Context: an optimization exercise on an open-source flow, tuned for small area. The choices shown serve that exercise and are no tape-out recipe. The RTL was checked by simulation tests, not by an equivalence proof against the original design. No driver is modelled on the clock port, so clocking that relies on it looks cheaper here than on a real chip.

==> flow/flow/run.sh <==
#!/bin/bash
# Own layout flow, built on the standard ORFS flow (standard.sh):
#  1. the standard synthesis, unchanged (standard.sh synth);
#  2. flow/polarity.py rewrites the synthesised netlist's inverters: full adders are
#     self-dual and many gates have a complementary cell, so it picks their polarities to
#     need fewer inverters (registers and the logic function are unchanged);
#  3. the standard floorplan and placement, with port buffers of sky130_fd_sc_hd__buf_1
#     (instead of clkdlybuf4s50_1);
#  5. the rest of the standard flow.
# Each tool's full output goes to a log file of its own in the work folder (flow_*.log);
# ORFS's per-step logs are under orfs/logs/.
set -euo pipefail
RES=orfs/results/${FLOW_PLATFORM}/apb_convolver/base
LIB=${FLOW_HOME}/platforms/${FLOW_PLATFORM}/lib/sky130_fd_sc_hd__tt_025C_1v80.lib
BP="BUFFER_PORTS_ARGS=-buffer_cell sky130_fd_sc_hd__buf_1"

# synthesis: the standard synthesis script, with only its ABC mapping script replaced
# by flow/abc.script (area-oriented mapping); registers are mapped before ABC runs, so they
# are the standard synthesis's registers.
sed "s#log_cmd abc {\*}\$abc_args#lset abc_args [expr {[lsearch \$abc_args -script] + 1}] $PWD/flow/abc.script\n  log_cmd abc {*}\$abc_args#" \
  ${FLOW_HOME}/scripts/synth.tcl > synth_own.tcl
sed "s#source \$::env(SCRIPTS_DIR)/synth.tcl#source $PWD/synth_own.tcl#" synth_recipe.tcl > synth_recipe_own.tcl
bash standard.sh "SYNTH_SCRIPT=$PWD/synth_recipe_own.tcl" synth > flow_synth.log 2>&1
cp ${RES}/1_2_yosys.v ${RES}/1_2_yosys.standard.v
python3 flow/polarity.py ${RES}/1_2_yosys.standard.v ${RES}/1_2_yosys.pol.v ${LIB} > flow_polarity.log 2>&1
cp ${RES}/1_2_yosys.pol.v ${RES}/1_2_yosys.v
rm -f ${RES}/1_synth.odb ${RES}/1_synth.sdc

bash standard.sh "$BP" place > flow_place.log 2>&1

BASE="-sink_clustering_enable -repair_clock_nets -dont_use_dummy_load"
TRIALS=(
  "-buf_list sky130_fd_sc_hd__clkbuf_4 -sink_clustering_size 8 -sink_clustering_max_diameter 80"
  "-buf_list sky130_fd_sc_hd__clkbuf_4 -sink_clustering_size 10 -sink_clustering_max_diameter 60"
  "-buf_list sky130_fd_sc_hd__clkbuf_4 -sink_clustering_size 8 -sink_clustering_max_diameter 60"
  "-buf_list sky130_fd_sc_hd__clkbuf_8 -sink_clustering_size 14 -sink_clustering_max_diameter 60"
  "-buf_list sky130_fd_sc_hd__clkbuf_4 -sink_clustering_size 10 -sink_clustering_max_diameter 35"
  "-buf_list sky130_fd_sc_hd__clkbuf_8 -sink_clustering_size 10 -sink_clustering_max_diameter 60"
)
best_args="$BASE -buf_list sky130_fd_sc_hd__clkbuf_4"
best_area=1e9
: > flow_cts_trials.log
for i in "${!TRIALS[@]}"; do
  args="$BASE ${TRIALS[$i]}"
  line=$(CTS_TRY_ARGS="$args" CTS_TRY_ODB=${RES}/3_place.odb CTS_TRY_SDC=${RES}/3_place.sdc \
         openroad -no_init -exit flow/cts_trial.tcl 2>&1 | tee -a flow_cts_trials.log | grep CTS_TRIAL || true)
  echo "trial $i: $args -> $line" >> flow_cts_trials.log
  area=$(echo "$line" | awk '{print $3}'); slew=$(echo "$line" | awk '{print $5}')
  if [[ -n "$area" && -n "$slew" ]] && awk -v s="$slew" -v a="$area" -v b="$best_area" 'BEGIN{exit !(s < 0.108 && a < b)}'; then
    best_area=$area; best_args="$args"
  fi
done
echo "chosen: $best_args (clock cells $best_area um2)" >> flow_cts_trials.log

bash standard.sh "$BP" "CTS_ARGS=$best_args" finish > flow_layout.log 2>&1
==> flow/flow/abc.script <==
strash
ifraig
dch -f
amap -m -F 4 -A 8
topo
==> flow/flow/cts_trial.tcl <==
# Trial clock tree on the placed design: prints the clock cells' area and the largest
# slew at a register clock pin. Reads CTS_TRY_ARGS, CTS_TRY_ODB, CTS_TRY_SDC from the environment.
set P $::env(FLOW_HOME)/platforms/$::env(FLOW_PLATFORM)
read_lef $P/lef/sky130_fd_sc_hd.tlef
read_lef $P/lef/sky130_fd_sc_hd_merged.lef
read_liberty $P/lib/sky130_fd_sc_hd__tt_025C_1v80.lib
read_db $::env(CTS_TRY_ODB)
read_sdc $::env(CTS_TRY_SDC)
source $P/setRC.tcl
clock_tree_synthesis {*}$::env(CTS_TRY_ARGS)
set_propagated_clock [all_clocks]
estimate_parasitics -placement
set a 0
foreach inst [get_cells *] {
  set m [get_property $inst ref_name]
  if {[string match "*clkbuf*" $m] || [string match "*clkinv*" $m]} {
    set a [expr {$a + [get_property [get_lib_cells */$m] area]}]
  }
}
set mx 0
foreach pin [get_pins -hierarchical */CLK] {
  set s [get_property $pin slew_max]
  if {$s > $mx} { set mx $s }
}
puts "CTS_TRIAL area $a slew $mx"
==> flow/flow/polarity.py <==
#!/usr/bin/env python3
"""Inverter-polarity optimisation of a flat sky130hd gate netlist written by Yosys.

Two kinds of cell may change the polarity of what they drive:
  - a full adder (fa) is self-dual, FA(~a,~b,~c) = (~sum, ~cout), so it may be
    "flipped": fed the complements of its inputs it drives the complements of
    its outputs;
  - a simple gate may be swapped for its complementary cell (nand2 <-> and2,
    xnor2 <-> xor2, a21oi <-> a21o, mux2i <-> mux2, ...), which has the same
    inputs and drives the complement of the output.
All of the netlist's inverters (except any that drive an output port) are
removed, a polarity is chosen for every such cell by simulated annealing to
minimise (inverter area + swapped-cell area change), and one inverter is put
back for every signal whose complement is still needed. The function of every
output and register input is unchanged; registers are untouched.

usage: polarity2.py IN.v OUT.v [LIBERTY]
"""
import re, sys, random, math
from collections import defaultdict

P = "sky130_fd_sc_hd__"
INV = P + "inv_1"
LIB = sys.argv[3] if len(sys.argv) > 3 else \
    "/OpenROAD-flow-scripts/flow/platforms/sky130hd/lib/sky130_fd_sc_hd__tt_025C_1v80.lib"
PAIRS = [("nand2_1", "Y", "and2_1", "X"), ("nand2_1", "Y", "and2_0", "X"),
         ("nor2_1", "Y", "or2_1", "X"), ("nor2_1", "Y", "or2_0", "X"),
         ("nand3_1", "Y", "and3_1", "X"), ("nor3_1", "Y", "or3_1", "X"),
         ("nand4_1", "Y", "and4_1", "X"), ("nor4_1", "Y", "or4_1", "X"),
         ("xnor2_1", "Y", "xor2_1", "X"),
         ("a21oi_1", "Y", "a21o_1", "X"), ("o21ai_0", "Y", "o21a_1", "X"),
         ("o21ai_1", "Y", "o21a_1", "X"),
         ("a22oi_1", "Y", "a22o_1", "X"), ("o22ai_1", "Y", "o22a_1", "X"),
         ("a211oi_1", "Y", "a211o_1", "X"), ("o211ai_1", "Y", "o211a_1", "X"),
         ("a31oi_1", "Y", "a31o_1", "X"), ("o31ai_1", "Y", "o31a_1", "X"),
         ("a2bb2oi_1", "Y", "a2bb2o_1", "X"), ("o2bb2ai_1", "Y", "o2bb2a_1", "X"),
         ("a21boi_0", "Y", "a21bo_1", "X"), ("o21bai_1", "Y", "o21ba_1", "X"),
         ("mux2i_1", "Y", "mux2_1", "X")]
SWAP = {}
for a, pa, b, pb in PAIRS:
    SWAP.setdefault(P + a, (P + b, pa, pb))
    SWAP.setdefault(P + b, (P + a, pb, pa))
AREA = {}
_n = None
for l in open(LIB):
    mm = re.match(r'\s*cell\s*\(\s*"?(\w+)"?\s*\)', l)
    if mm:
        _n = mm.group(1)
    mm = re.match(r'\s*area\s*:\s*([\d.]+)', l)
    if mm and _n:
        AREA[_n] = float(mm.group(1)); _n = None
INV_AREA = AREA[INV]

src = open(sys.argv[1]).read()
m = re.search(r"^module\s+(\w+)\s*\((.*?)\);", src, re.S | re.M)
head_end = m.end()
endm = src.rindex("endmodule")
body = src[head_end:endm]
inst_re = re.compile(r"^\s*(sky130_fd_sc_hd__\w+)\s+(\S+)\s*\((.*?)\);\s*$", re.S | re.M)
pin_re = re.compile(r"\.(\w+)\(\s*(.*?)\s*\)\s*(?:,|$)", re.S)
cells = []
for im in inst_re.finditer(body):
    cells.append([im.group(1), im.group(2), [(p, n.strip()) for p, n in pin_re.findall(im.group(3))]])
first_inst = inst_re.search(body).start()
decls = body[:first_inst]
assert inst_re.sub("", body[first_inst:]).strip() == ""
port_dir = {}
for d, rng, names in re.findall(r"^\s*(input|output|inout)\s+(\[[^\]]*\])?\s*([^;]+);", decls, re.M):
    for n in names.split(","):
        port_dir[n.strip()] = d
def port_kind(net):
    return port_dir.get(net.split("[")[0].strip())

OUTPINS = {"X", "Y", "Q", "Q_N", "SUM", "COUT", "HI", "LO", "GCLK"}
def is_const(n):
    return n == "" or n.startswith("1'b") or n.startswith("'")

inv_of = {}
n_inv = 0
for c in cells:
    if c[0].startswith(P + "inv_") or c[0].startswith(P + "clkinv_"):
        n_inv += 1
        pins = dict(c[2])
        if port_kind(pins["Y"]) != "output":
            inv_of[pins["Y"]] = pins["A"]
def root(net):
    par = 0
    while net in inv_of:
        net = inv_of[net]; par ^= 1
    return net, par
def removed(c):
    return (c[0].startswith(P + "inv_") or c[0].startswith(P + "clkinv_")) and dict(c[2])["Y"] in inv_of

# nodes: fa cells (flip inputs and outputs) and swappable gates (flip output)
is_fa = {}
node_out = {}      # cell idx -> list of output nets
drv_node = {}      # net -> cell idx whose polarity sets it
swap_gain = {}     # cell idx -> area change when flipped
for i, c in enumerate(cells):
    typ = c[0]
    if typ.startswith(P + "fa_"):
        outs = [n for p, n in c[2] if p in ("SUM", "COUT")]
        if any(port_kind(n) == "output" for n in outs):
            continue
        is_fa[i] = True
        node_out[i] = outs
        swap_gain[i] = 0.0
    elif typ in SWAP:
        outs = [n for p, n in c[2] if p in OUTPINS]
        if len(outs) != 1 or port_kind(outs[0]) == "output":
            continue
        is_fa[i] = False
        node_out[i] = outs
        swap_gain[i] = AREA[SWAP[typ][0]] - AREA[typ]
    else:
        continue
    for n in node_out[i]:
        drv_node[n] = i
nodes = list(node_out)

uses = defaultdict(list)    # root -> [(cell idx, parity)]
in_roots = defaultdict(set)
for i, c in enumerate(cells):
    if removed(c):
        continue
    for p, n in c[2]:
        if p in OUTPINS or is_const(n):
            continue
        r, par = root(n)
        uses[r].append((i, par))
        if is_fa.get(i):
            in_roots[i].add(r)
flip = defaultdict(int)
def need(r):
    ph = flip[drv_node[r]] if r in drv_node else 0
    for i, par in uses[r]:
        if par ^ (flip[i] if is_fa.get(i) else 0) ^ ph:
            return 1
    return 0
touch = {i: set(node_out[i]) | in_roots[i] for i in nodes}
def local(i):
    return sum(need(r) for r in touch[i]) * INV_AREA + (swap_gain[i] if flip[i] else 0.0)
cost = sum(need(r) for r in uses) * INV_AREA
start = cost
random.seed(1)
best = cost; best_flip = dict(flip)
T = 2.0
steps = 200 * len(nodes)
for s in range(steps):
    T = 2.0 * (1 - s / steps) + 0.01
    i = random.choice(nodes)
    c0 = local(i)
    flip[i] ^= 1
    d = local(i) - c0
    if d <= 0 or random.random() < math.exp(-d / T):
        cost += d
        if cost < best - 1e-9:
            best = cost; best_flip = dict(flip)
    else:
        flip[i] ^= 1
flip = defaultdict(int, best_flip)
improved = True
while improved:
    improved = False
    for i in nodes:
        c0 = local(i); flip[i] ^= 1
        if local(i) < c0 - 1e-9:
            improved = True
        else:
            flip[i] ^= 1
ninv = sum(need(r) for r in uses)
dswap = sum(swap_gain[i] for i in nodes if flip[i])
sys.stderr.write(f"polarity: {n_inv} inverters in, {ninv} out; {sum(1 for i in nodes if flip[i] and is_fa[i])} fa flipped, "
                 f"{sum(1 for i in nodes if flip[i] and not is_fa[i])} gates swapped (area {dswap:+.1f}); "
                 f"net area change {(ninv - n_inv) * INV_AREA + dswap:+.1f} um2\n")

newdecl, inv_net = [], {}
def comp_net(r):
    if r not in inv_net:
        nn = f"_pol{len(inv_net) + 1}_"
        inv_net[r] = nn
        newdecl.append(f"  wire {nn};\n")
    return inv_net[r]
out_cells = []
for i, c in enumerate(cells):
    if removed(c):
        continue
    typ, name, pl = c
    if flip[i] and not is_fa.get(i, True):
        newtyp, oldpin, newpin = SWAP[typ]
        typ = newtyp
        pl = [(newpin if p == oldpin else p, n) for p, n in pl]
    npl = []
    for p, n in pl:
        if p in OUTPINS or is_const(n):
            npl.append((p, n)); continue
        r, par = root(n)
        ph = flip[drv_node[r]] if r in drv_node else 0
        q = par ^ (flip[i] if is_fa.get(i) else 0) ^ ph
        npl.append((p, comp_net(r) if q else r))
    out_cells.append((typ, name, npl))
for k, (r, nn) in enumerate(inv_net.items()):
    ph = flip[drv_node[r]] if r in drv_node else 0
    out_cells.append((INV, f"_polinv{k + 1}_", [("A", r), ("Y", nn)]))
def esc(n):
    return n + " " if n.startswith("\\") else n
def fmt(c):
    typ, name, pl = c
    return f"  {typ} {esc(name)} (\n" + ",\n".join(f"    .{p}({esc(n)})" for p, n in pl) + "\n  );\n"
open(sys.argv[2], "w").write(src[:head_end] + decls + "".join(newdecl) + "".join(fmt(c) for c in out_cells) + src[endm:])
==> flow/standard.sh <==
#!/bin/bash
# synth_recipe.tcl (not shown) runs the flow's synth.tcl, then flattens the netlist and writes it again
# the make line also repeats each setting of config.mk as NAME=value (left out here)
make -C /OpenROAD-flow-scripts/flow DESIGN_CONFIG=/design/flow/config.mk WORK_HOME=/design/flow/orfs CLKGATE_MAP_FILE= SYNTH_SCRIPT=/design/flow/synth_recipe.tcl "${@:-finish}"
==> flow/config.mk <==
export PLATFORM = sky130hd
export DESIGN_NAME = apb_convolver
export DESIGN_NICKNAME = apb_convolver
export VERILOG_FILES = /design/flow/design.v
export SDC_FILE = /design/flow/constraint.sdc
export NUM_CORES = 4
export LEC_CHECK = 0
export ABC_AREA = 1
export CAP_MARGIN = 20
export CORE_MARGIN = 2
export CORE_UTILIZATION = 60
export SLEW_MARGIN = 20
==> flow/constraint.sdc <==
create_clock -name core_clock -period 10.0 [get_ports {HCLK}]
set_input_delay 2.0000 -clock core_clock [delete_from_list [all_inputs] [get_ports {HCLK}]]
set_output_delay 2.0000 -clock core_clock [all_outputs]
set_load 0.01 [all_outputs]
==> flow/design.v <==
module ksum(
    input  logic [11:0] a,
    input  logic [7:0] w0,
    input  logic [1:0] d0,
    input  logic [7:0] w1,
    input  logic [1:0] d1,
    input  logic [7:0] w2,
    input  logic [1:0] d2,
    input  logic [7:0] w3,
    input  logic [1:0] d3,
    input  logic [7:0] w4,
    input  logic [1:0] d4,
    input  logic [7:0] w5,
    input  logic [1:0] d5,
    input  logic [7:0] w6,
    input  logic [1:0] d6,
    input  logic [7:0] w7,
    input  logic [1:0] d7,
    input  logic [7:0] w8,
    input  logic [1:0] d8,
    output logic [13:0] s);
    wire pp1;
    assign pp1 = w1[0] & d1[0];
    wire pp2;
    assign pp2 = w1[0] & d1[1];
    wire pp3;
    assign pp3 = w1[1] & d1[0];
    wire pp4;
    assign pp4 = w1[1] & d1[1];
    wire pp5;
    assign pp5 = w1[2] & d1[0];
    wire pp6;
    assign pp6 = w1[2] & d1[1];
    wire pp7;
    assign pp7 = w1[3] & d1[0];
    wire pp8;
    assign pp8 = w1[3] & d1[1];
    wire pp9;
    assign pp9 = w1[4] & d1[0];
    wire pp10;
    assign pp10 = w1[4] & d1[1];
    wire pp11;
    assign pp11 = w1[5] & d1[0];
    wire pp12;
    assign pp12 = w1[5] & d1[1];
    wire pp13;
    assign pp13 = w1[6] & d1[0];
    wire pp14;
    assign pp14 = w1[6] & d1[1];
    wire pp15;
    assign pp15 = w1[7] & d1[0];
    wire pp16;
    assign pp16 = w1[7] & d1[1];
    wire pp17;
    assign pp17 = w2[0] & d2[0];
    wire pp18;
    assign pp18 = w2[0] & d2[1];
    wire pp19;
    assign pp19 = w2[1] & d2[0];
    wire pp20;
    assign pp20 = w2[1] & d2[1];
    wire pp21;
    assign pp21 = w2[2] & d2[0];
    wire pp22;
    assign pp22 = w2[2] & d2[1];
    wire pp23;
    assign pp23 = w2[3] & d2[0];
    wire pp24;
    assign pp24 = w2[3] & d2[1];
    wire pp25;
    assign pp25 = w2[4] & d2[0];
    wire pp26;
    assign pp26 = w2[4] & d2[1];
    wire pp27;
    assign pp27 = w2[5] & d2[0];
    wire pp28;
    assign pp28 = w2[5] & d2[1];
    wire pp29;
    assign pp29 = w2[6] & d2[0];
    wire pp30;
    assign pp30 = w2[6] & d2[1];
    wire pp31;
    assign pp31 = w2[7] & d2[0];
    wire pp32;
    assign pp32 = w2[7] & d2[1];
    wire pp33;
    assign pp33 = w4[0] & d4[0];
    wire pp34;
    assign pp34 = w4[0] & d4[1];
    wire pp35;
    assign pp35 = w4[1] & d4[0];
    wire pp36;
    assign pp36 = w4[1] & d4[1];
    wire pp37;
    assign pp37 = w4[2] & d4[0];
    wire pp38;
    assign pp38 = w4[2] & d4[1];
    wire pp39;
    assign pp39 = w4[3] & d4[0];
    wire pp40;
    assign pp40 = w4[3] & d4[1];
    wire pp41;
    assign pp41 = w4[4] & d4[0];
    wire pp42;
    assign pp42 = w4[4] & d4[1];
    wire pp43;
    assign pp43 = w4[5] & d4[0];
    wire pp44;
    assign pp44 = w4[5] & d4[1];
    wire pp45;
    assign pp45 = w4[6] & d4[0];
    wire pp46;
    assign pp46 = w4[6] & d4[1];
    wire pp47;
    assign pp47 = w4[7] & d4[0];
    wire pp48;
    assign pp48 = w4[7] & d4[1];
    wire pp49;
    assign pp49 = w5[0] & d5[0];
    wire pp50;
    assign pp50 = w5[0] & d5[1];
    wire pp51;
    assign pp51 = w5[1] & d5[0];
    wire pp52;
    assign pp52 = w5[1] & d5[1];
    wire pp53;
    assign pp53 = w5[2] & d5[0];
    wire pp54;
    assign pp54 = w5[2] & d5[1];
    wire pp55;
    assign pp55 = w5[3] & d5[0];
    wire pp56;
    assign pp56 = w5[3] & d5[1];
    wire pp57;
    assign pp57 = w5[4] & d5[0];
    wire pp58;
    assign pp58 = w5[4] & d5[1];
    wire pp59;
    assign pp59 = w5[5] & d5[0];
    wire pp60;
    assign pp60 = w5[5] & d5[1];
    wire pp61;
    assign pp61 = w5[6] & d5[0];
    wire pp62;
    assign pp62 = w5[6] & d5[1];
    wire pp63;
    assign pp63 = w5[7] & d5[0];
    wire pp64;
    assign pp64 = w5[7] & d5[1];
    wire pp65;
    assign pp65 = w7[0] & d7[0];
    wire pp66;
    assign pp66 = w7[0] & d7[1];
    wire pp67;
    assign pp67 = w7[1] & d7[0];
    wire pp68;
    assign pp68 = w7[1] & d7[1];
    wire pp69;
    assign pp69 = w7[2] & d7[0];
    wire pp70;
    assign pp70 = w7[2] & d7[1];
    wire pp71;
    assign pp71 = w7[3] & d7[0];
    wire pp72;
    assign pp72 = w7[3] & d7[1];
    wire pp73;
    assign pp73 = w7[4] & d7[0];
    wire pp74;
    assign pp74 = w7[4] & d7[1];
    wire pp75;
    assign pp75 = w7[5] & d7[0];
    wire pp76;
    assign pp76 = w7[5] & d7[1];
    wire pp77;
    assign pp77 = w7[6] & d7[0];
    wire pp78;
    assign pp78 = w7[6] & d7[1];
    wire pp79;
    assign pp79 = w7[7] & d7[0];
    wire pp80;
    assign pp80 = w7[7] & d7[1];
    wire pp81;
    assign pp81 = w8[0] & d8[0];
    wire pp82;
    assign pp82 = w8[0] & d8[1];
    wire pp83;
    assign pp83 = w8[1] & d8[0];
    wire pp84;
    assign pp84 = w8[1] & d8[1];
    wire pp85;
    assign pp85 = w8[2] & d8[0];
    wire pp86;
    assign pp86 = w8[2] & d8[1];
    wire pp87;
    assign pp87 = w8[3] & d8[0];
    wire pp88;
    assign pp88 = w8[3] & d8[1];
    wire pp89;
    assign pp89 = w8[4] & d8[0];
    wire pp90;
    assign pp90 = w8[4] & d8[1];
    wire pp91;
    assign pp91 = w8[5] & d8[0];
    wire pp92;
    assign pp92 = w8[5] & d8[1];
    wire pp93;
    assign pp93 = w8[6] & d8[0];
    wire pp94;
    assign pp94 = w8[6] & d8[1];
    wire pp95;
    assign pp95 = w8[7] & d8[0];
    wire pp96;
    assign pp96 = w8[7] & d8[1];
    wire pp97;
    assign pp97 = w0[0] & d0[0];
    wire pp98;
    assign pp98 = w0[0] & d0[1];
    wire pp99;
    assign pp99 = w0[1] & d0[0];
    wire pp100;
    assign pp100 = w0[1] & d0[1];
    wire pp101;
    assign pp101 = w0[2] & d0[0];
    wire pp102;
    assign pp102 = w0[2] & d0[1];
    wire pp103;
    assign pp103 = w0[3] & d0[0];
    wire pp104;
    assign pp104 = w0[3] & d0[1];
    wire pp105;
    assign pp105 = w0[4] & d0[0];
    wire pp106;
    assign pp106 = w0[4] & d0[1];
    wire pp107;
    assign pp107 = w0[5] & d0[0];
    wire pp108;
    assign pp108 = w0[5] & d0[1];
    wire pp109;
    assign pp109 = w0[6] & d0[0];
    wire pp110;
    assign pp110 = w0[6] & d0[1];
    wire pp111;
    assign pp111 = w0[7] & d0[0];
    wire pp112;
    assign pp112 = w0[7] & d0[1];
    wire pp113;
    assign pp113 = w3[0] & d3[0];
    wire pp114;
    assign pp114 = w3[0] & d3[1];
    wire pp115;
    assign pp115 = w3[1] & d3[0];
    wire pp116;
    assign pp116 = w3[1] & d3[1];
    wire pp117;
    assign pp117 = w3[2] & d3[0];
    wire pp118;
    assign pp118 = w3[2] & d3[1];
    wire pp119;
    assign pp119 = w3[3] & d3[0];
    wire pp120;
    assign pp120 = w3[3] & d3[1];
    wire pp121;
    assign pp121 = w3[4] & d3[0];
    wire pp122;
    assign pp122 = w3[4] & d3[1];
    wire pp123;
    assign pp123 = w3[5] & d3[0];
    wire pp124;
    assign pp124 = w3[5] & d3[1];
    wire pp125;
    assign pp125 = w3[6] & d3[0];
    wire pp126;
    assign pp126 = w3[6] & d3[1];
    wire pp127;
    assign pp127 = w3[7] & d3[0];
    wire pp128;
    assign pp128 = w3[7] & d3[1];
    wire pp129;
    assign pp129 = w6[0] & d6[0];
    wire pp130;
    assign pp130 = w6[0] & d6[1];
    wire pp131;
    assign pp131 = w6[1] & d6[0];
    wire pp132;
    assign pp132 = w6[1] & d6[1];
    wire pp133;
    assign pp133 = w6[2] & d6[0];
    wire pp134;
    assign pp134 = w6[2] & d6[1];
    wire pp135;
    assign pp135 = w6[3] & d6[0];
    wire pp136;
    assign pp136 = w6[3] & d6[1];
    wire pp137;
    assign pp137 = w6[4] & d6[0];
    wire pp138;
    assign pp138 = w6[4] & d6[1];
    wire pp139;
    assign pp139 = w6[5] & d6[0];
    wire pp140;
    assign pp140 = w6[5] & d6[1];
    wire pp141;
    assign pp141 = w6[6] & d6[0];
    wire pp142;
    assign pp142 = w6[6] & d6[1];
    wire pp143;
    assign pp143 = w6[7] & d6[0];
    wire pp144;
    assign pp144 = w6[7] & d6[1];
    wire s145;
    wire c146;
    assign s145 = a[1] ^ pp2 ^ pp3;
    assign c146 = (a[1] & pp2) | (pp3 & (a[1] ^ pp2));
    wire s147;
    wire c148;
    assign s147 = pp18 ^ pp19 ^ pp34;
    assign c148 = (pp18 & pp19) | (pp34 & (pp18 ^ pp19));
    wire s149;
    wire c150;
    assign s149 = pp35 ^ pp50 ^ pp51;
    assign c150 = (pp35 & pp50) | (pp51 & (pp35 ^ pp50));
    wire s151;
    wire c152;
    assign s151 = a[2] ^ pp4 ^ pp5;
    assign c152 = (a[2] & pp4) | (pp5 & (a[2] ^ pp4));
    wire s153;
    wire c154;
    assign s153 = pp20 ^ pp21 ^ pp36;
    assign c154 = (pp20 & pp21) | (pp36 & (pp20 ^ pp21));
    wire s155;
    wire c156;
    assign s155 = pp37 ^ pp52 ^ pp53;
    assign c156 = (pp37 & pp52) | (pp53 & (pp37 ^ pp52));
    wire s157;
    wire c158;
    assign s157 = pp68 ^ pp69 ^ pp84;
    assign c158 = (pp68 & pp69) | (pp84 & (pp68 ^ pp69));
    wire s159;
    wire c160;
    assign s159 = pp85 ^ pp100;
    assign c160 = pp85 & pp100;
    wire s161;
    wire c162;
    assign s161 = a[3] ^ pp6 ^ pp7;
    assign c162 = (a[3] & pp6) | (pp7 & (a[3] ^ pp6));
    wire s163;
    wire c164;
    assign s163 = pp22 ^ pp23 ^ pp38;
    assign c164 = (pp22 & pp23) | (pp38 & (pp22 ^ pp23));
    wire s165;
    wire c166;
    assign s165 = pp39 ^ pp54 ^ pp55;
    assign c166 = (pp39 & pp54) | (pp55 & (pp39 ^ pp54));
    wire s167;
    wire c168;
    assign s167 = pp70 ^ pp71 ^ pp86;
    assign c168 = (pp70 & pp71) | (pp86 & (pp70 ^ pp71));
    wire s169;
    wire c170;
    assign s169 = pp87 ^ pp102 ^ pp103;
    assign c170 = (pp87 & pp102) | (pp103 & (pp87 ^ pp102));
    wire s171;
    wire c172;
    assign s171 = pp118 ^ pp119;
    assign c172 = pp118 & pp119;
    wire s173;
    wire c174;
    assign s173 = a[4] ^ pp8 ^ pp9;
    assign c174 = (a[4] & pp8) | (pp9 & (a[4] ^ pp8));
    wire s175;
    wire c176;
    assign s175 = pp24 ^ pp25 ^ pp40;
    assign c176 = (pp24 & pp25) | (pp40 & (pp24 ^ pp25));
    wire s177;
    wire c178;
    assign s177 = pp41 ^ pp56 ^ pp57;
    assign c178 = (pp41 & pp56) | (pp57 & (pp41 ^ pp56));
    wire s179;
    wire c180;
    assign s179 = pp72 ^ pp73 ^ pp88;
    assign c180 = (pp72 & pp73) | (pp88 & (pp72 ^ pp73));
    wire s181;
    wire c182;
    assign s181 = pp89 ^ pp104 ^ pp105;
    assign c182 = (pp89 & pp104) | (pp105 & (pp89 ^ pp104));
    wire s183;
    wire c184;
    assign s183 = pp120 ^ pp121 ^ pp136;
    assign c184 = (pp120 & pp121) | (pp136 & (pp120 ^ pp121));
    wire s185;
    wire c186;
    assign s185 = a[5] ^ pp10 ^ pp11;
    assign c186 = (a[5] & pp10) | (pp11 & (a[5] ^ pp10));
    wire s187;
    wire c188;
    assign s187 = pp26 ^ pp27 ^ pp42;
    assign c188 = (pp26 & pp27) | (pp42 & (pp26 ^ pp27));
    wire s189;
    wire c190;
    assign s189 = pp43 ^ pp58 ^ pp59;
    assign c190 = (pp43 & pp58) | (pp59 & (pp43 ^ pp58));
    wire s191;
    wire c192;
    assign s191 = pp74 ^ pp75 ^ pp90;
    assign c192 = (pp74 & pp75) | (pp90 & (pp74 ^ pp75));
    wire s193;
    wire c194;
    assign s193 = pp91 ^ pp106 ^ pp107;
    assign c194 = (pp91 & pp106) | (pp107 & (pp91 ^ pp106));
    wire s195;
    wire c196;
    assign s195 = pp122 ^ pp123 ^ pp138;
    assign c196 = (pp122 & pp123) | (pp138 & (pp122 ^ pp123));
    wire s197;
    wire c198;
    assign s197 = a[6] ^ pp12 ^ pp13;
    assign c198 = (a[6] & pp12) | (pp13 & (a[6] ^ pp12));
    wire s199;
    wire c200;
    assign s199 = pp28 ^ pp29 ^ pp44;
    assign c200 = (pp28 & pp29) | (pp44 & (pp28 ^ pp29));
    wire s201;
    wire c202;
    assign s201 = pp45 ^ pp60 ^ pp61;
    assign c202 = (pp45 & pp60) | (pp61 & (pp45 ^ pp60));
    wire s203;
    wire c204;
    assign s203 = pp76 ^ pp77 ^ pp92;
    assign c204 = (pp76 & pp77) | (pp92 & (pp76 ^ pp77));
    wire s205;
    wire c206;
    assign s205 = pp93 ^ pp108 ^ pp109;
    assign c206 = (pp93 & pp108) | (pp109 & (pp93 ^ pp108));
    wire s207;
    wire c208;
    assign s207 = pp124 ^ pp125 ^ pp140;
    assign c208 = (pp124 & pp125) | (pp140 & (pp124 ^ pp125));
    wire s209;
    wire c210;
    assign s209 = a[7] ^ pp14 ^ pp15;
    assign c210 = (a[7] & pp14) | (pp15 & (a[7] ^ pp14));
    wire s211;
    wire c212;
    assign s211 = pp30 ^ pp31 ^ pp46;
    assign c212 = (pp30 & pp31) | (pp46 & (pp30 ^ pp31));
    wire s213;
    wire c214;
    assign s213 = pp47 ^ pp62 ^ pp63;
    assign c214 = (pp47 & pp62) | (pp63 & (pp47 ^ pp62));
    wire s215;
    wire c216;
    assign s215 = pp78 ^ pp79 ^ pp94;
    assign c216 = (pp78 & pp79) | (pp94 & (pp78 ^ pp79));
    wire s217;
    wire c218;
    assign s217 = pp95 ^ pp110 ^ pp111;
    assign c218 = (pp95 & pp110) | (pp111 & (pp95 ^ pp110));
    wire s219;
    wire c220;
    assign s219 = pp126 ^ pp127 ^ pp142;
    assign c220 = (pp126 & pp127) | (pp142 & (pp126 ^ pp127));
    wire s221;
    wire c222;
    assign s221 = a[8] ^ pp16 ^ pp32;
    assign c222 = (a[8] & pp16) | (pp32 & (a[8] ^ pp16));
    wire s223;
    wire c224;
    assign s223 = pp48 ^ pp64;
    assign c224 = pp48 & pp64;
    wire s225;
    wire c226;
    assign s225 = a[0] ^ pp1;
    assign c226 = a[0] & pp1;
    wire s227;
    wire c228;
    assign s227 = pp66 ^ pp67 ^ pp82;
    assign c228 = (pp66 & pp67) | (pp82 & (pp66 ^ pp67));
    wire s229;
    wire c230;
    assign s229 = pp83 ^ pp98 ^ pp99;
    assign c230 = (pp83 & pp98) | (pp99 & (pp83 ^ pp98));
    wire s231;
    wire c232;
    assign s231 = pp114 ^ pp115;
    assign c232 = pp114 & pp115;
    wire s233;
    wire c234;
    assign s233 = pp101 ^ pp116 ^ pp117;
    assign c234 = (pp101 & pp116) | (pp117 & (pp101 ^ pp116));
    wire s235;
    wire c236;
    assign s235 = pp132 ^ pp133 ^ s151;
    assign c236 = (pp132 & pp133) | (s151 & (pp132 ^ pp133));
    wire s237;
    wire c238;
    assign s237 = s153 ^ s155 ^ s157;
    assign c238 = (s153 & s155) | (s157 & (s153 ^ s155));
    wire s239;
    wire c240;
    assign s239 = s159 ^ c146;
    assign c240 = s159 & c146;
    wire s241;
    wire c242;
    assign s241 = pp134 ^ pp135 ^ s161;
    assign c242 = (pp134 & pp135) | (s161 & (pp134 ^ pp135));
    wire s243;
    wire c244;
    assign s243 = s163 ^ s165 ^ s167;
    assign c244 = (s163 & s165) | (s167 & (s163 ^ s165));
    wire s245;
    wire c246;
    assign s245 = s169 ^ s171 ^ c152;
    assign c246 = (s169 & s171) | (c152 & (s169 ^ s171));
    wire s247;
    wire c248;
    assign s247 = c154 ^ c156 ^ c158;
    assign c248 = (c154 & c156) | (c158 & (c154 ^ c156));
    wire s249;
    wire c250;
    assign s249 = pp137 ^ s173 ^ s175;
    assign c250 = (pp137 & s173) | (s175 & (pp137 ^ s173));
    wire s251;
    wire c252;
    assign s251 = s177 ^ s179 ^ s181;
    assign c252 = (s177 & s179) | (s181 & (s177 ^ s179));
    wire s253;
    wire c254;
    assign s253 = s183 ^ c162 ^ c164;
    assign c254 = (s183 & c162) | (c164 & (s183 ^ c162));
    wire s255;
    wire c256;
    assign s255 = c166 ^ c168 ^ c170;
    assign c256 = (c166 & c168) | (c170 & (c166 ^ c168));
    wire s257;
    wire c258;
    assign s257 = pp139 ^ s185 ^ s187;
    assign c258 = (pp139 & s185) | (s187 & (pp139 ^ s185));
    wire s259;
    wire c260;
    assign s259 = s189 ^ s191 ^ s193;
    assign c260 = (s189 & s191) | (s193 & (s189 ^ s191));
    wire s261;
    wire c262;
    assign s261 = s195 ^ c174 ^ c176;
    assign c262 = (s195 & c174) | (c176 & (s195 ^ c174));
    wire s263;
    wire c264;
    assign s263 = c178 ^ c180 ^ c182;
    assign c264 = (c178 & c180) | (c182 & (c178 ^ c180));
    wire s265;
    wire c266;
    assign s265 = pp141 ^ s197 ^ s199;
    assign c266 = (pp141 & s197) | (s199 & (pp141 ^ s197));
    wire s267;
    wire c268;
    assign s267 = s201 ^ s203 ^ s205;
    assign c268 = (s201 & s203) | (s205 & (s201 ^ s203));
    wire s269;
    wire c270;
    assign s269 = s207 ^ c186 ^ c188;
    assign c270 = (s207 & c186) | (c188 & (s207 ^ c186));
    wire s271;
    wire c272;
    assign s271 = c190 ^ c192 ^ c194;
    assign c272 = (c190 & c192) | (c194 & (c190 ^ c192));
    wire s273;
    wire c274;
    assign s273 = pp143 ^ s209 ^ s211;
    assign c274 = (pp143 & s209) | (s211 & (pp143 ^ s209));
    wire s275;
    wire c276;
    assign s275 = s213 ^ s215 ^ s217;
    assign c276 = (s213 & s215) | (s217 & (s213 ^ s215));
    wire s277;
    wire c278;
    assign s277 = s219 ^ c198 ^ c200;
    assign c278 = (s219 & c198) | (c200 & (s219 ^ c198));
    wire s279;
    wire c280;
    assign s279 = c202 ^ c204 ^ c206;
    assign c280 = (c202 & c204) | (c206 & (c202 ^ c204));
    wire s281;
    wire c282;
    assign s281 = pp80 ^ pp96 ^ pp112;
    assign c282 = (pp80 & pp96) | (pp112 & (pp80 ^ pp96));
    wire s283;
    wire c284;
    assign s283 = pp128 ^ pp144 ^ s221;
    assign c284 = (pp128 & pp144) | (s221 & (pp128 ^ pp144));
    wire s285;
    wire c286;
    assign s285 = s223 ^ c210 ^ c212;
    assign c286 = (s223 & c210) | (c212 & (s223 ^ c210));
    wire s287;
    wire c288;
    assign s287 = c214 ^ c216 ^ c218;
    assign c288 = (c214 & c216) | (c218 & (c214 ^ c216));
    wire s289;
    wire c290;
    assign s289 = pp17 ^ pp33 ^ pp49;
    assign c290 = (pp17 & pp33) | (pp49 & (pp17 ^ pp33));
    wire s291;
    wire c292;
    assign s291 = pp65 ^ pp81;
    assign c292 = pp65 & pp81;
    wire s293;
    wire c294;
    assign s293 = pp130 ^ pp131 ^ s145;
    assign c294 = (pp130 & pp131) | (s145 & (pp130 ^ pp131));
    wire s295;
    wire c296;
    assign s295 = s147 ^ s149 ^ s227;
    assign c296 = (s147 & s149) | (s227 & (s147 ^ s149));
    wire s297;
    wire c298;
    assign s297 = s229 ^ s231;
    assign c298 = s229 & s231;
    wire s299;
    wire c300;
    assign s299 = c148 ^ c150 ^ s233;
    assign c300 = (c148 & c150) | (s233 & (c148 ^ c150));
    wire s301;
    wire c302;
    assign s301 = s235 ^ s237 ^ s239;
    assign c302 = (s235 & s237) | (s239 & (s235 ^ s237));
    wire s303;
    wire c304;
    assign s303 = c228 ^ c230 ^ c232;
    assign c304 = (c228 & c230) | (c232 & (c228 ^ c230));
    wire s305;
    wire c306;
    assign s305 = c160 ^ s241 ^ s243;
    assign c306 = (c160 & s241) | (s243 & (c160 ^ s241));
    wire s307;
    wire c308;
    assign s307 = s245 ^ s247 ^ c234;
    assign c308 = (s245 & s247) | (c234 & (s245 ^ s247));
    wire s309;
    wire c310;
    assign s309 = c236 ^ c238 ^ c240;
    assign c310 = (c236 & c238) | (c240 & (c236 ^ c238));
    wire s311;
    wire c312;
    assign s311 = c172 ^ s249 ^ s251;
    assign c312 = (c172 & s249) | (s251 & (c172 ^ s249));
    wire s313;
    wire c314;
    assign s313 = s253 ^ s255 ^ c242;
    assign c314 = (s253 & s255) | (c242 & (s253 ^ s255));
    wire s315;
    wire c316;
    assign s315 = c244 ^ c246 ^ c248;
    assign c316 = (c244 & c246) | (c248 & (c244 ^ c246));
    wire s317;
    wire c318;
    assign s317 = c184 ^ s257 ^ s259;
    assign c318 = (c184 & s257) | (s259 & (c184 ^ s257));
    wire s319;
    wire c320;
    assign s319 = s261 ^ s263 ^ c250;
    assign c320 = (s261 & s263) | (c250 & (s261 ^ s263));
    wire s321;
    wire c322;
    assign s321 = c252 ^ c254 ^ c256;
    assign c322 = (c252 & c254) | (c256 & (c252 ^ c254));
    wire s323;
    wire c324;
    assign s323 = c196 ^ s265 ^ s267;
    assign c324 = (c196 & s265) | (s267 & (c196 ^ s265));
    wire s325;
    wire c326;
    assign s325 = s269 ^ s271 ^ c258;
    assign c326 = (s269 & s271) | (c258 & (s269 ^ s271));
    wire s327;
    wire c328;
    assign s327 = c260 ^ c262 ^ c264;
    assign c328 = (c260 & c262) | (c264 & (c260 ^ c262));
    wire s329;
    wire c330;
    assign s329 = c208 ^ s273 ^ s275;
    assign c330 = (c208 & s273) | (s275 & (c208 ^ s273));
    wire s331;
    wire c332;
    assign s331 = s277 ^ s279 ^ c266;
    assign c332 = (s277 & s279) | (c266 & (s277 ^ s279));
    wire s333;
    wire c334;
    assign s333 = c268 ^ c270 ^ c272;
    assign c334 = (c268 & c270) | (c272 & (c268 ^ c270));
    wire s335;
    wire c336;
    assign s335 = c220 ^ s281 ^ s283;
    assign c336 = (c220 & s281) | (s283 & (c220 ^ s281));
    wire s337;
    wire c338;
    assign s337 = s285 ^ s287 ^ c274;
    assign c338 = (s285 & s287) | (c274 & (s285 ^ s287));
    wire s339;
    wire c340;
    assign s339 = c276 ^ c278 ^ c280;
    assign c340 = (c276 & c278) | (c280 & (c276 ^ c278));
    wire s341;
    wire c342;
    assign s341 = a[9] ^ c222 ^ c224;
    assign c342 = (a[9] & c222) | (c224 & (a[9] ^ c222));
    wire s343;
    wire c344;
    assign s343 = c282 ^ c284 ^ c286;
    assign c344 = (c282 & c284) | (c286 & (c282 ^ c284));
    wire s345;
    wire c346;
    assign s345 = pp97 ^ pp113 ^ pp129;
    assign c346 = (pp97 & pp113) | (pp129 & (pp97 ^ pp113));
    wire s347;
    wire c348;
    assign s347 = c226 ^ s293 ^ s295;
    assign c348 = (c226 & s293) | (s295 & (c226 ^ s293));
    wire s349;
    wire c350;
    assign s349 = s297 ^ c290;
    assign c350 = s297 & c290;
    wire s351;
    wire c352;
    assign s351 = s299 ^ s301 ^ s303;
    assign c352 = (s299 & s301) | (s303 & (s299 ^ s301));
    wire s353;
    wire c354;
    assign s353 = c294 ^ c296 ^ c298;
    assign c354 = (c294 & c296) | (c298 & (c294 ^ c296));
    wire s355;
    wire c356;
    assign s355 = s305 ^ s307 ^ s309;
    assign c356 = (s305 & s307) | (s309 & (s305 ^ s307));
    wire s357;
    wire c358;
    assign s357 = c300 ^ c302 ^ c304;
    assign c358 = (c300 & c302) | (c304 & (c300 ^ c302));
    wire s359;
    wire c360;
    assign s359 = s311 ^ s313 ^ s315;
    assign c360 = (s311 & s313) | (s315 & (s311 ^ s313));
    wire s361;
    wire c362;
    assign s361 = c306 ^ c308 ^ c310;
    assign c362 = (c306 & c308) | (c310 & (c306 ^ c308));
    wire s363;
    wire c364;
    assign s363 = s317 ^ s319 ^ s321;
    assign c364 = (s317 & s319) | (s321 & (s317 ^ s319));
    wire s365;
    wire c366;
    assign s365 = c312 ^ c314 ^ c316;
    assign c366 = (c312 & c314) | (c316 & (c312 ^ c314));
    wire s367;
    wire c368;
    assign s367 = s323 ^ s325 ^ s327;
    assign c368 = (s323 & s325) | (s327 & (s323 ^ s325));
    wire s369;
    wire c370;
    assign s369 = c318 ^ c320 ^ c322;
    assign c370 = (c318 & c320) | (c322 & (c318 ^ c320));
    wire s371;
    wire c372;
    assign s371 = s329 ^ s331 ^ s333;
    assign c372 = (s329 & s331) | (s333 & (s329 ^ s331));
    wire s373;
    wire c374;
    assign s373 = c324 ^ c326 ^ c328;
    assign c374 = (c324 & c326) | (c328 & (c324 ^ c326));
    wire s375;
    wire c376;
    assign s375 = s335 ^ s337 ^ s339;
    assign c376 = (s335 & s337) | (s339 & (s335 ^ s337));
    wire s377;
    wire c378;
    assign s377 = c330 ^ c332 ^ c334;
    assign c378 = (c330 & c332) | (c334 & (c330 ^ c332));
    wire s379;
    wire c380;
    assign s379 = c288 ^ s341 ^ s343;
    assign c380 = (c288 & s341) | (s343 & (c288 ^ s341));
    wire s381;
    wire c382;
    assign s381 = c336 ^ c338 ^ c340;
    assign c382 = (c336 & c338) | (c340 & (c336 ^ c338));
    wire s383;
    wire c384;
    assign s383 = a[10] ^ c342;
    assign c384 = a[10] & c342;
    wire s385;
    wire c386;
    assign s385 = s225 ^ s289;
    assign c386 = s225 & s289;
    wire s387;
    wire c388;
    assign s387 = c292 ^ s347 ^ s349;
    assign c388 = (c292 & s347) | (s349 & (c292 ^ s347));
    wire s389;
    wire c390;
    assign s389 = s351 ^ s353 ^ c348;
    assign c390 = (s351 & s353) | (c348 & (s351 ^ s353));
    wire s391;
    wire c392;
    assign s391 = s355 ^ s357 ^ c352;
    assign c392 = (s355 & s357) | (c352 & (s355 ^ s357));
    wire s393;
    wire c394;
    assign s393 = s359 ^ s361 ^ c356;
    assign c394 = (s359 & s361) | (c356 & (s359 ^ s361));
    wire s395;
    wire c396;
    assign s395 = s363 ^ s365 ^ c360;
    assign c396 = (s363 & s365) | (c360 & (s363 ^ s365));
    wire s397;
    wire c398;
    assign s397 = s367 ^ s369 ^ c364;
    assign c398 = (s367 & s369) | (c364 & (s367 ^ s369));
    wire s399;
    wire c400;
    assign s399 = s371 ^ s373 ^ c368;
    assign c400 = (s371 & s373) | (c368 & (s371 ^ s373));
    wire s401;
    wire c402;
    assign s401 = s375 ^ s377 ^ c372;
    assign c402 = (s375 & s377) | (c372 & (s375 ^ s377));
    wire s403;
    wire c404;
    assign s403 = s379 ^ s381 ^ c376;
    assign c404 = (s379 & s381) | (c376 & (s379 ^ s381));
    wire s405;
    wire c406;
    assign s405 = c344 ^ s383 ^ c380;
    assign c406 = (c344 & s383) | (c380 & (c344 ^ s383));
    wire s407;
    wire c408;
    assign s407 = s291 ^ s345;
    assign c408 = s291 & s345;
    wire s409;
    wire c410;
    assign s409 = c346 ^ s387 ^ c386;
    assign c410 = (c346 & s387) | (c386 & (c346 ^ s387));
    wire s411;
    wire c412;
    assign s411 = c350 ^ s389 ^ c388;
    assign c412 = (c350 & s389) | (c388 & (c350 ^ s389));
    wire s413;
    wire c414;
    assign s413 = c354 ^ s391 ^ c390;
    assign c414 = (c354 & s391) | (c390 & (c354 ^ s391));
    wire s415;
    wire c416;
    assign s415 = c358 ^ s393 ^ c392;
    assign c416 = (c358 & s393) | (c392 & (c358 ^ s393));
    wire s417;
    wire c418;
    assign s417 = c362 ^ s395 ^ c394;
    assign c418 = (c362 & s395) | (c394 & (c362 ^ s395));
    wire s419;
    wire c420;
    assign s419 = c366 ^ s397 ^ c396;
    assign c420 = (c366 & s397) | (c396 & (c366 ^ s397));
    wire s421;
    wire c422;
    assign s421 = c370 ^ s399 ^ c398;
    assign c422 = (c370 & s399) | (c398 & (c370 ^ s399));
    wire s423;
    wire c424;
    assign s423 = c374 ^ s401 ^ c400;
    assign c424 = (c374 & s401) | (c400 & (c374 ^ s401));
    wire s425;
    wire c426;
    assign s425 = c378 ^ s403 ^ c402;
    assign c426 = (c378 & s403) | (c402 & (c378 ^ s403));
    wire s427;
    wire c428;
    assign s427 = c382 ^ s405 ^ c404;
    assign c428 = (c382 & s405) | (c404 & (c382 ^ s405));
    wire s429;
    wire c430;
    assign s429 = a[11] ^ c384 ^ c406;
    assign c430 = (a[11] & c384) | (c406 & (a[11] ^ c384));
    wire s431;
    wire c432;
    assign s431 = s385 ^ s407;
    assign c432 = s385 & s407;
    wire s433;
    wire c434;
    assign s433 = s409 ^ c408 ^ c432;
    assign c434 = (s409 & c408) | (c432 & (s409 ^ c408));
    wire s435;
    wire c436;
    assign s435 = s411 ^ c410 ^ c434;
    assign c436 = (s411 & c410) | (c434 & (s411 ^ c410));
    wire s437;
    wire c438;
    assign s437 = s413 ^ c412 ^ c436;
    assign c438 = (s413 & c412) | (c436 & (s413 ^ c412));
    wire s439;
    wire c440;
    assign s439 = s415 ^ c414 ^ c438;
    assign c440 = (s415 & c414) | (c438 & (s415 ^ c414));
    wire s441;
    wire c442;
    assign s441 = s417 ^ c416 ^ c440;
    assign c442 = (s417 & c416) | (c440 & (s417 ^ c416));
    wire s443;
    wire c444;
    assign s443 = s419 ^ c418 ^ c442;
    assign c444 = (s419 & c418) | (c442 & (s419 ^ c418));
    wire s445;
    wire c446;
    assign s445 = s421 ^ c420 ^ c444;
    assign c446 = (s421 & c420) | (c444 & (s421 ^ c420));
    wire s447;
    wire c448;
    assign s447 = s423 ^ c422 ^ c446;
    assign c448 = (s423 & c422) | (c446 & (s423 ^ c422));
    wire s449;
    wire c450;
    assign s449 = s425 ^ c424 ^ c448;
    assign c450 = (s425 & c424) | (c448 & (s425 ^ c424));
    wire s451;
    wire c452;
    assign s451 = s427 ^ c426 ^ c450;
    assign c452 = (s427 & c426) | (c450 & (s427 ^ c426));
    wire s453;
    wire c454;
    assign s453 = s429 ^ c428 ^ c452;
    assign c454 = (s429 & c428) | (c452 & (s429 ^ c428));
    wire s455;
    wire c456;
    assign s455 = c430 ^ c454;
    assign c456 = c430 & c454;
    assign s = {c456, s455, s453, s451, s449, s447, s445, s443, s441, s439, s437, s435, s433, s431};
endmodule
module apb_convolver(
    input  logic                      HCLK,
    input  logic                      HRESETn,
    input  logic               [11:0] PADDR,
    input  logic               [31:0] PWDATA,
    input  logic                      PWRITE,
    input  logic                      PSEL,
    input  logic                      PENABLE,
    output logic               [31:0] PRDATA,
    output logic                      PREADY,
    output logic                      PSLVERR,
    output logic               [3:0]  irq_o,
    output logic                      mem_wen_n,
    output logic               [10:0] mem_addr,
    output logic               [31:0] mem_wdata,
    input  logic               [31:0] mem_rdata
    );
    logic [2:0] rel_addr;
    assign rel_addr = PADDR[4:2];
    assign PREADY  = 1'b1;
    assign PSLVERR = 1'b0;
    assign irq_o   = 4'b0;
    logic wensel, shift, setup_in, display, clc, addr_increment;
    assign wensel         = PWRITE & PENABLE & PSEL;
    assign shift          = wensel & (rel_addr == 3'd3);
    assign setup_in       = PSEL & ~PENABLE & PWRITE & (rel_addr == 3'd3);
    assign display        = wensel & (rel_addr == 3'd4) &  PWDATA[0];
    assign clc            = wensel & (rel_addr == 3'd4) & ~PWDATA[0];
    assign addr_increment = ~PWRITE & PENABLE & PSEL & rel_addr[2];
    logic [31:0] qw1, qw2, qw3, q_inp, h1, h2, q_out;
    logic        q_0, q_1, q_2, q_3, q_4, pa;
    always_ff @(posedge HCLK, negedge HRESETn)
        if (~HRESETn) begin
            qw1 <= '0; qw2 <= '0; qw3 <= '0;
            q_inp <= '0; q_out <= '0;
            q_0 <= 1'b0; q_1 <= 1'b0; q_2 <= 1'b0; q_3 <= 1'b0; q_4 <= 1'b0; pa <= 1'b0;
        end else begin
            if (wensel && rel_addr == 3'd0) qw1 <= PWDATA;
            if (wensel && rel_addr == 3'd1) qw2 <= PWDATA;
            if (wensel && rel_addr == 3'd2) qw3 <= PWDATA;
            if (shift) q_inp <= PWDATA;
            if (q_4) q_out <= mem_rdata;
            q_0 <= shift;
            q_1 <= q_0;
            q_2 <= q_1 && (counter >= 5'd3) && (counter <= 5'd28);
            q_3 <= rel_addr[2];
            q_4 <= q_3;
            pa  <= setup_in;
        end
    always_comb begin
        case (rel_addr)
            3'd0: PRDATA = qw1;
            3'd1: PRDATA = qw2;
            3'd2: PRDATA = qw3;
            3'd3: PRDATA = q_inp;
            3'd5: PRDATA = q_out;
            default: PRDATA = 32'b0;
        endcase
    end
    always_ff @(posedge HCLK)
        if (shift) begin
            h1 <= q_inp;
            h2 <= h1;
        end
    localparam logic [1:0] RESET = 2'd0, CALC = 2'd1, DISPLAY = 2'd2;
    logic [1:0]  state, next_state;
    logic [10:0] address, next_address;
    logic [4:0]  counter, next_counter;
    logic        WRITEn;
    always_ff @(posedge HCLK, negedge HRESETn)
        if (~HRESETn) begin
            state   <= RESET;
            address <= '0;
            counter <= '0;
        end else begin
            state   <= next_state;
            address <= next_address;
            counter <= next_counter;
        end
    always_comb begin
        WRITEn       = 1'b1;
        next_address = address;
        next_counter = counter;
        next_state   = state;
        case (state)
            RESET: begin
                WRITEn = 1'b0;
                next_address = address + 1'b1;
                if (address == 11'd338) begin
                    next_state   = CALC;
                    next_address = '0;
                end
            end
            CALC: begin
                WRITEn = ~q_2;
                if (q_2)
                    next_address = address + 1'b1;
                else if (shift)
                    next_counter = (counter == 5'd28) ? 5'd1 : counter + 1'b1;
                else if (display) begin
                    next_address = '0;
                    next_state   = DISPLAY;
                    next_counter = '0;
                end
            end
            DISPLAY: begin
                if (addr_increment)
                    next_address = address + 1'b1;
                else if (clc) begin
                    next_address = '0;
                    next_state   = CALC;
                end
            end
            default: ;
        endcase
    end
    assign mem_wen_n = WRITEn;
    assign mem_addr  = address;
    logic ph0;
    assign ph0 = ~(pa | q_0 | q_1);
    logic [1:0] dC [4], dB [4], dA [4];    
    always_comb
        for (int k = 0; k < 4; k++) begin
            dC[k] = ({2{ph0}} & PWDATA[8*k+0 +: 2]) | ({2{pa}} & PWDATA[8*k+2 +: 2])
                  | ({2{q_0}} & q_inp[8*k+4 +: 2])  | ({2{q_1}} & q_inp[8*k+6 +: 2]);
            dB[k] = ({2{ph0}} & q_inp[8*k+0 +: 2])  | ({2{pa}} & q_inp[8*k+2 +: 2])
                  | ({2{q_0}} & h1[8*k+4 +: 2])     | ({2{q_1}} & h1[8*k+6 +: 2]);
            dA[k] = ({2{ph0}} & h1[8*k+0 +: 2])     | ({2{pa}} & h1[8*k+2 +: 2])
                  | ({2{q_0}} & h2[8*k+4 +: 2])     | ({2{q_1}} & h2[8*k+6 +: 2]);
        end
    logic [13:0] acc_up, acc_lo, nx_up, nx_lo;
    logic [1:0]  sv_up, sv_lo;
    logic [11:0] fb_up, fb_lo;
    assign fb_up = ph0 ? 12'd0 : acc_up[13:2];
    assign fb_lo = ph0 ? 12'd0 : acc_lo[13:2];
    ksum k_up (.a(fb_up), .s(nx_up),
        .w0(qw1[7:0]), .d0(dC[3]), .w1(qw1[15:8]), .d1(dB[3]), .w2(qw1[23:16]), .d2(dA[3]),
        .w3(qw2[7:0]), .d3(dC[2]), .w4(qw2[15:8]), .d4(dB[2]), .w5(qw2[23:16]), .d5(dA[2]),
        .w6(qw3[7:0]), .d6(dC[1]), .w7(qw3[15:8]), .d7(dB[1]), .w8(qw3[23:16]), .d8(dA[1]));
    ksum k_lo (.a(fb_lo), .s(nx_lo),
        .w0(qw1[7:0]), .d0(dC[2]), .w1(qw1[15:8]), .d1(dB[2]), .w2(qw1[23:16]), .d2(dA[2]),
        .w3(qw2[7:0]), .d3(dC[1]), .w4(qw2[15:8]), .d4(dB[1]), .w5(qw2[23:16]), .d5(dA[1]),
        .w6(qw3[7:0]), .d6(dC[0]), .w7(qw3[15:8]), .d7(dB[0]), .w8(qw3[23:16]), .d8(dA[0]));
    always_ff @(posedge HCLK, negedge HRESETn)
        if (~HRESETn) begin
            acc_up <= '0; acc_lo <= '0; sv_up <= '0; sv_lo <= '0;
        end else begin
            acc_up <= nx_up;
            acc_lo <= nx_lo;
            sv_up  <= acc_up[1:0];
            sv_lo  <= acc_lo[1:0];
        end
    assign mem_wdata = {acc_up, sv_up, acc_lo, sv_lo};
endmodule
==> results.tsv, run 1 <==
stage	metric	value	unit
status	status	finished clean	
worst_setup_path	Worst setup EP type	register	
layout	Area Growth Syn to Fin	10.96	%
global_routing	first-pass GRT wire length	80490	um
die	row count	62	
timing	period utilization	0.9554	
routing	vias post-DR	13350	
synthesis	Yosys warning total	7	
worst_setup_path	R2R setup slack	0.45	ns
global_routing	vias in the first global route	13870	
placed_design	hpwl dp	37550	um
synthesis	Avg Cell Area, Syn	11.99	um^2
worst_hold_path	HP Class	reg -> reg	
timing	Max Freq	0.1047	GHz
worst_setup_path	max incr delay on CP	0.59	ns
routing	wire length per cell	24.07	um
cts	clk slew on worst S/H paths	0.10	ns
run	max cap viols	0	
worst_setup_path	critical path cell sequence	buf_4 -> a222oi_1 -> a21boi_1 -> buf_12 -> nor2_1 -> fa_1 -> fa_1 -> fa_1 -> fa_1 -> fa_1 -> fa_1 -> fa_1 -> fa_1 -> fa_1 -> fa_1 -> fa_1 -> fa_1 -> fa_1 -> fa_1 -> fa_1 -> fa_1 -> ha_1	
cts	CTS Buf Count	38	
routing	routed vias/inst	6.296	
routing	Total Routed Length	51040	um
timing	minimum clock period	9.554	ns
die	Die Width	175.6	um
layout	fin util	0.6793	
worst_setup_path	CP Class	reg -> reg	
timing	Setup violations, final	0	
worst_setup_path	worst path required time	10.55	ns
worst_hold_path	hold depth	0	
cts	clk latency of the worst-skew pair	0.68	ns
worst_setup_path	Critical Path AT	10.11	ns
placed_design	Port Buffer Count	147	
worst_setup_path	critical path's most frequent cell	fa_1	
routing	TritonRoute pass-1 iters	10	
die	die area	0.03083	mm^2
timing	Fin. Hold Viols	0	
die	Core Box Area	0.02886	mm^2
timing	final hold slack	0.3601	ns
die	initial core utilization	0.6122	
synthesis	Cell Area, Synth	0.01767	mm^2
timing	Final Max Slew Viols	0	
worst_setup_path	Startpoint Class	register	
placed_design	routability congestion estimate	0.9101	
cts	CTS tree	built	
layout	layout cell share with drive strength beyond 1	0.07151	
cts	hold-fix buffers at CTS	0	
cts	Setup Buffers After CTS	0	
die	Top Ports	163	
die	chip height	175.6	um
timing	Layout Skew	0.07513	ns
worst_setup_path	worst r2r path cells	22	
global_routing	initial antenna violation count	4	
timing	normalized max-slew margin	0.2419	
synthesis	Cells after Synth	1474	
worst_setup_path	Slowest-stage cell, CP	fa_1	
worst_setup_path	CP max FO	18	
global_routing	largest net degree at the start of global routing	182	
routing	Iter 0 DRT Violations	1549	
timing	Least-Margin Pin Slew	1.137	ns
timing	unrepaired setup endpoints after global routing	false	
layout	final net count	2137	
routing	Antenna Violating Nets Remaining	0	
cts	post-cts sizing count	0	
cts	CTS sink cnt	264	
global_routing	All-Layer GR Usage	0.3497	
layout	Filler cells	2300	
global_routing	Overflow after GRT	0	
routing	drt drc	0	
routing by layer:
layer | share of wire | vias up | wire length [um] | GRT usage
li1 | - | 5628 | - | -
met1 | 0.39 | 6795 | 19740 | 0.5002
met2 | 0.47 | 790 | 23740 | 0.5400
met3 | 0.10 | 130 | 5219 | 0.06190
met4 | 0.045 | 4 | 2317 | 0.1446
met5 | 0.00049 | - | 25 | 0
final timing paths:
path / start / to
max: q_1 / acc_up[12]
min reg2reg: acc_up[1] / sv_up[1]
min in group asynchronous: HRESETn / acc_lo[3]
max in group asynchronous: HRESETn / qw2[3]
min: acc_up[1] / sv_up[1]
max reg2reg: q_1 / acc_up[12]
registers in the layout, summed over array words and instances, names as in the netlist, 2 cells and up:
name and flops:
q_inp 32, h1 32, qw2 32, state 2, acc_lo 14, q_out 32
h2 16, counter 5, qw3 32, address 11, acc_up 14, sv_up 2
sv_lo 2, qw1 32
metrics by stage:
step | TNS (ns) | cell area, um^2 | instances | setup slack, ns
finish | 0 | 19600 | 2120 | 0.4461
global route | 0 | 19600 | 2120 | 0.2135
CTS | 0 | 19600 | 2118 | 0.4739
detailed placement | -0.3304 | 19310 | 2080 | -0.1573
global placement | -0.07393 | 19310 | 2080 | -0.04333
floorplan | 0 | 17690 | 1478 | 0.07620
cell usage in the layout (no fill, tap or decap), types with 3 or more instances in the layout:
cell type  instances
a222oi_1          56
a21oi_1           88
o32ai_1            4
o21a_1             4
dfrtp_1          216
nand2_1            8
a31oi_1            3
fa_1             284
o22ai_1            6
nand3_1            7
edfxtp_1          48
buf_4             75
conb_1             6
o21ai_0           10
inv_1            119
a21boi_0          11
nor3_2             3
nand4_1            4
a21boi_1          12
nor2b_1            9
o22a_1            72
o221ai_1          36
nor2_1           387
buf_1            146
and2_1            16
ha_1              36
nor3_1             4
clkbuf_4          39
final cells by class:
| class | count | area, um^2 | area share |
|---|---|---|---|
| Antenna cell | 2 | 5.005 | 0.0002553 |
| Sequential cell | 264 | 6847 | 0.3493 |
| Multi-Input combinational cell | 1085 | 10360 | 0.5286 |
| Tap cell | 384 | 480.5 | 0.02451 |
| Clock buffer | 38 | 285.3 | 0.01455 |
| Timing Repair Buffer | 224 | 1159 | 0.05910 |
| Inverter | 123 | 464.2 | 0.02368 |
critical path: cells and delay by family, from the launching register on:
kind | cells | cell delay [ns]
fa+ha+maj | 17 | 7.47
flops | 1 | 0.56
buf+inv | 2 | 0.53
simple gates | 1 | 0.07
compound gates | 2 | 0.84
==> inputs of run 2 (changes only) <==
--- a/flow/flow/run.sh
+++ b/flow/flow/run.sh
@@ -1,6 +1,8 @@
 #!/bin/bash
 # Own layout flow, built on the standard ORFS flow (standard.sh):
-#  1. the standard synthesis, unchanged (standard.sh synth);
+#  1. the standard synthesis (standard.sh synth, synth_recipe.tcl), with only the ABC
+#     mapping script replaced by flow/abc.script (area-oriented mapping); the registers are
+#     mapped before ABC runs, so they are the standard synthesis's registers;
 #  2. flow/polarity.py rewrites the synthesised netlist's inverters: full adders are
 #     self-dual and many gates have a complementary cell, so it picks their polarities to
 #     need fewer inverters (registers and the logic function are unchanged);
==> results.tsv, run 2 <==
stage	metric	value	unit
synthesis	Yosys warning total	7	
cts	clk slew on worst S/H paths	0.10	ns
timing	setup ws final	0.4461	ns
timing	minimum clock period	9.554	ns
layout	design area	0.01960	mm^2
routing	Total Routed Length	51040	um
timing	Setup violations, final	0	
timing	normalized max-slew margin	0.2419	
routing	vias post-DR	13350	
worst_setup_path	Buf/Inv on CP	2	
routing	wire length per cell	24.07	um
worst_setup_path	critical path's top delay family	adder cells	
worst_setup_path	Reg2Reg Capture Point	acc_up[12]	
cts	clk latency of the worst-skew pair	0.68	ns
global_routing	Overflow after GRT	0	
cts	post-cts sizing count	0	
status	status	finished clean	
die	Die Width	175.6	um
timing	Fin. Hold Viols	0	
timing	Layout Skew	0.07513	ns
cts	CTS Buf Count	38	
worst_setup_path	CP Class	reg -> reg	
global_routing	first-pass GRT wire length	80490	um
die	die area	0.03083	mm^2
worst_setup_path	worst path required time	10.55	ns
worst_setup_path	Startpoint Class	register	
global_routing	vias in the first global route	13870	
global_routing	All-Layer GR Usage	0.3497	
worst_hold_path	hold_sp	acc_up[1]	
cts	hold-fix buffers at CTS	0	
timing	final hold slack	0.3601	ns
die	chip height	175.6	um
die	Core Box Area	0.02886	mm^2
worst_setup_path	Critical Path AT	10.11	ns
die	row count	62	
worst_setup_path	max incr delay on CP	0.59	ns
layout	most frequent cells in the layout	nor2_1, fa_1, dfrtp_1	
timing	period utilization	0.9554	
worst_setup_path	worst r2r path cells	22	
worst_setup_path	CP max FO	18	
worst_hold_path	hold depth	0	
placed_design	routability congestion estimate	0.9101	
synthesis	Cell Area, Synth	0.01767	mm^2
timing	Least-Margin Pin Slew	1.137	ns
cts	CTS sink cnt	264	
timing	Final Max Slew Viols	0	
synthesis	Avg Cell Area, Syn	11.99	um^2
routing	drt drc	0	
routing	TritonRoute pass-1 iters	10	
layout	commonest non-fill, non-tap cell in the layout	nor2_1	
placed_design	DP Worst Slack	-0.1573	ns
timing	Max Freq	0.1047	GHz
global_routing	largest net degree at the start of global routing	182	
worst_setup_path	reg2reg start	q_1	
global_routing	initial antenna violation count	4	
placed_design	dpl cell area	0.01931	mm^2
run	max cap viols	0	
routing	routed vias/inst	6.296	
cts	Setup Buffers After CTS	0	
worst_setup_path	Slowest-stage cell, CP	fa_1	
worst_hold_path	HP Class	reg -> reg	
placed_design	Port Buffer Count	147	
timing	unrepaired setup endpoints after global routing	false	
die	Top Ports	163	
worst_hold_path	Worst Hold Endpoint	sv_up[1]	
cts	CTS tree	built	
routing	Antenna Violating Nets Remaining	0	
worst_setup_path	R2R setup slack	0.45	ns
layout	fin util	0.6793	
die	initial core utilization	0.6122	
worst_setup_path	critical path's most frequent cell	fa_1	
layout	Area Growth Syn to Fin	10.96	%
worst_setup_path	Worst setup EP type	register	
placed_design	hpwl dp	37550	um
layout	layout cell share with drive strength beyond 1	0.07151	
synthesis	Cells after Synth	1474	
routing	Iter 0 DRT Violations	1549	
layout	final net count	2137	
layout	Filler cells	2300	
worst_setup_path	critical path cell sequence	buf_4 -> a222oi_1 -> a21boi_1 -> buf_12 -> nor2_1 -> fa_1 -> fa_1 -> fa_1 -> fa_1 -> fa_1 -> fa_1 -> fa_1 -> fa_1 -> fa_1 -> fa_1 -> fa_1 -> fa_1 -> fa_1 -> fa_1 -> fa_1 -> fa_1 -> ha_1	
## run 2: worst max path at each step
stage | startpoint | end | cells past startpoint
2_1_floorplan | PWDATA[19] | acc_lo[12] | 19
5_1_grt | q_1 | acc_lo[12] | 21
6_report | q_1 | acc_up[12] | 22
3_5_place_dp | PWDATA[19] | acc_up[12] | 23
3_3_place_gp | PWDATA[19] | acc_up[12] | 23
4_1_cts | q_1 | acc_up[12] | 21
## run 2: layout make-up
| class | instances | area [um^2] | area share |
|---|---|---|---|
| repair buffers | 224 | 1159 | 0.05910 |
| flip-flops and latches | 264 | 6847 | 0.3493 |
| inverters | 123 | 464.2 | 0.02368 |
| clock buffers | 38 | 285.3 | 0.01455 |
| well taps | 384 | 480.5 | 0.02451 |
| multi-input cells | 1085 | 10360 | 0.5286 |
| diodes | 2 | 5.005 | 0.0002553 |
## run 2: routing by layer
layer | track usage | share of wire | vias to the layer above
met4 | 0.1446 | 0.045 | 4
met3 | 0.06190 | 0.10 | 130
met2 | 0.5400 | 0.47 | 790
li1 | - | - | 5628
met5 | 0 | 0.00049 | -
met1 | 0.5002 | 0.39 | 6795
## run 2: per-stage QoR
step	std cells	setup TNS (ns)
after floorplan	1478	0
after global placement	2080	-0.07393
after detailed placement	2080	-0.3304
after CTS	2118	0
after global routing	2120	0
final	2120	0

[afterwards: timing with drivers on the ports]
The flow's constraints put no driver on any port. The routed layouts listed below were extracted and timed again, unchanged, in two steps. Step 1: set_driving_cell puts a clkbuf_16 on HCLK and a buf_2 on each other input, an assumption about the parent block. Step 2 also shifts input and output timing later by t, the mid clock arrival at the registers, as if the neighbouring blocks saw the same clock. Three values: ideal, step 1, step 2; two values: the first two.
| run | t, ns | setup slack, ns | worst slew at a driven data input, ns |
|---|---|---|---|
| run 1 | 0.695 | 0.446 / 0.446 / -0.145 | 0.08 |
| run 2 | 0.695 | 0.446 / 0.446 / -0.145 | 0.08 |
With both steps, setup timing fails in run 1 and run 2, where it was met with ideal ports.
